Source: an optimization exercise on an open RTL-to-GDS flow (aim: small area). Production flows keep margins and buffers that such runs may drop.
Where RTL was checked, it was by simulation tests only, not by an equivalence proof against the original.
Power and IR drop assume default switching activity.

== run 1 ==
Design countdisplay_VGA, start of the top module:
module countdisplay_VGA(
    input clk,
    input rst,
    input [1:0]btn,
    input [1:0]btn2,
    input [1:0]count_light,
    input [3:0]count_55_0,
    input [3:0]count_55_1,
    input [3:0]turn_left_en,
    output [2:0] r,
    output [2:0] g,
    output [1:0] b,
    output hs,
    output vs
    );
Size in the first run: ~140 flip-flops, ~30 I/O pins.
export LEC_CHECK = 0
export ABC_AREA = 1
export CAP_MARGIN = 20
export CORE_MARGIN = 2
export CORE_UTILIZATION = 40
export CTS_BUF_LIST = sky130_fd_sc_hd__clkbuf_8
export SLEW_MARGIN = 20
export SYNTH_MEMORY_MAX_BITS = 65536
create_clock -name core_clock -period 20.0 [get_ports {clk}]
run.sh (not shown) runs the stock make flow with config.mk's settings and CLKGATE_MAP_FILE= SYNTH_SCRIPT=/design/flow/synth_recipe.tcl, a recipe that flattens the netlist after the stock synthesis.
Here is what was changed in the inputs of run 2 compared with run 1.
--- a/flow/design.v
+++ b/flow/design.v
@@ -100,23 +100,23 @@
     always @(posedge clk) tl2_k <= (!rst || (grpH && tl2_last)) ? 9'd0 : stepk({1'b0, tl2_k}, grpH);
     wire tr0_st = vs_rise && (!turn_left_en[0] || !ltc7(tr0_k, 7'd22));
     wire tr1_st = vs_rise && (!turn_left_en[1] || !ltc7(tr1_k, 7'd8));
     wire tr2_st = vs_rise && (!turn_left_en[2] || !ltc8(tr2_k, 8'd8));
     wire tr3_st = vs_rise && (!turn_left_en[3] || !ltc8(tr3_k, 8'd9));
     always @(posedge clk) tr0_k <= (!rst || (tr0_st && (&{tr0_k[6]}))) ? 7'd0 : stepk({3'b0, tr0_k}, tr0_st);
     always @(posedge clk) tr1_k <= (!rst || (tr1_st && (&{tr1_k[6], tr1_k[5], tr1_k[3], tr1_k[1]}))) ? 7'd0 : stepk({3'b0, tr1_k}, tr1_st);
     always @(posedge clk) tr2_k <= (!rst || (tr2_st && (&{tr2_k[7], tr2_k[6], tr2_k[4], tr2_k[1], tr2_k[0]}))) ? 8'd0 : stepk({2'b0, tr2_k}, tr2_st);
     always @(posedge clk) tr3_k <= (!rst || (tr3_st && (&{tr3_k[7], tr3_k[1], tr3_k[0]}))) ? 8'd0 : stepk({2'b0, tr3_k}, tr3_st);
-    wire early = (hcount[9:4] == 6'd0);
-    wire [9:0] bx_v   = early ? v : h;
-    wire [9:0] bx_nvh = early ? ~{1'b0, v[9:1]} : h;
-    wire [9:0] bx_v2  = early ? {v[8:0], 1'b0} : h;
-    wire [9:0] bx_nv2 = early ? ~{v[8:0], 1'b0} : h;
+    wire early = (hcount == 10'd0);
+    wire [9:0] bx_v   = h | ({10{early}} & v);
+    wire [9:0] bx_nvh = h | ({10{early}} & ~{1'b0, v[9:1]});
+    wire [9:0] bx_v2  = h | ({10{early}} & {v[8:0], 1'b0});
+    wire [9:0] bx_nv2 = h | ({10{early}} & ~{v[8:0], 1'b0});
     wire [9:0] tr0_op = {3'd0, tr0_k};
     wire [9:0] tr0_s = sub10(bx_nvh, tr0_op);
     wire tr0_h = (inr(tr0_s, 10'd670, 10'd673));
     wire [9:0] tr0_t = ~tr0_s;
     wire tr0_vt = ((ltc7(tr0_k, 7'd32)) && (inr(tr0_t, 10'd224, 10'd225) | inr(tr0_t, 10'd227, 10'd228) | inr(tr0_t, 10'd230, 10'd231))) | ((!ltc7(tr0_k, 7'd32)) && (inr(v, 10'd384, 10'd387) | inr(v, 10'd390, 10'd393) | inr(v, 10'd396, 10'd399)));
     reg tr0_vr;
     always @(posedge clk) if (early) tr0_vr <= tr0_vt;
     wire tr0_hit = tr0_h & tr0_vr;
     wire [9:0] tr2_op = {2'd0, tr2_k};
### Flow results
- [compare] base=run 1 new=run 2: detailed route wirelength on metal3 now smaller; count of clock buffers in the final design now smaller; part of the cycle the worst path needs now smaller.
- On first-pass GRT wire length, run 1 loses to run 2.
- In run 2, portion of total power attributed to combinational logic is higher than in run 1.
- Delta (run 2 minus run 1): via count essentially unchanged, maximum cell stage delay along the critical path decreased 0.19 ns, power increased about 11%.
- Going from run 1 to run 2, power density of the placed cells grew by more than 10%.
- Global-route usage across run 2 and run 1: no real change.
- Of run 2 and run 1, run 2 shows the higher wire length, with run 1 below it.
- In the flow results for run 2 and run 1, the normalized max-slew margin is smaller on run 1.
- Smallest setup slack after layout (higher): run 2
For run 2, only the layout was checked, not whether the RTL still works.

[what the ideal ports hide]
In the flow no input, the clock included, has a driving cell. The finished layouts below were timed again as built, in two steps.
Step 1: set_driving_cell puts a clkbuf_16 on clk and a buf_2 on each other input, an assumption about the parent block.
Step 2 times the ports against the registers' clock, not the clock port: input delays grow and output delays shrink by t, the midpoint of the rising clock arrivals with the driver on.
Slacks: ideal / step 1 / step 2; pairs: ideal / step 1.
run | t, ns | slack for setup (ns) | slew at the worst register clock pin (ns)
run 1 | 0.530 | 11.261 / 11.269 / 10.739 | 0.09 / 0.09
run 2 | 0.542 | 11.856 / 11.884 / 11.341 | 0.10 / 0.10
After both steps every run listed still meets setup and hold. For run 1, which loses most, drivers alone change the setup slack by +0.008 ns; drivers and shift together by -0.522 ns.
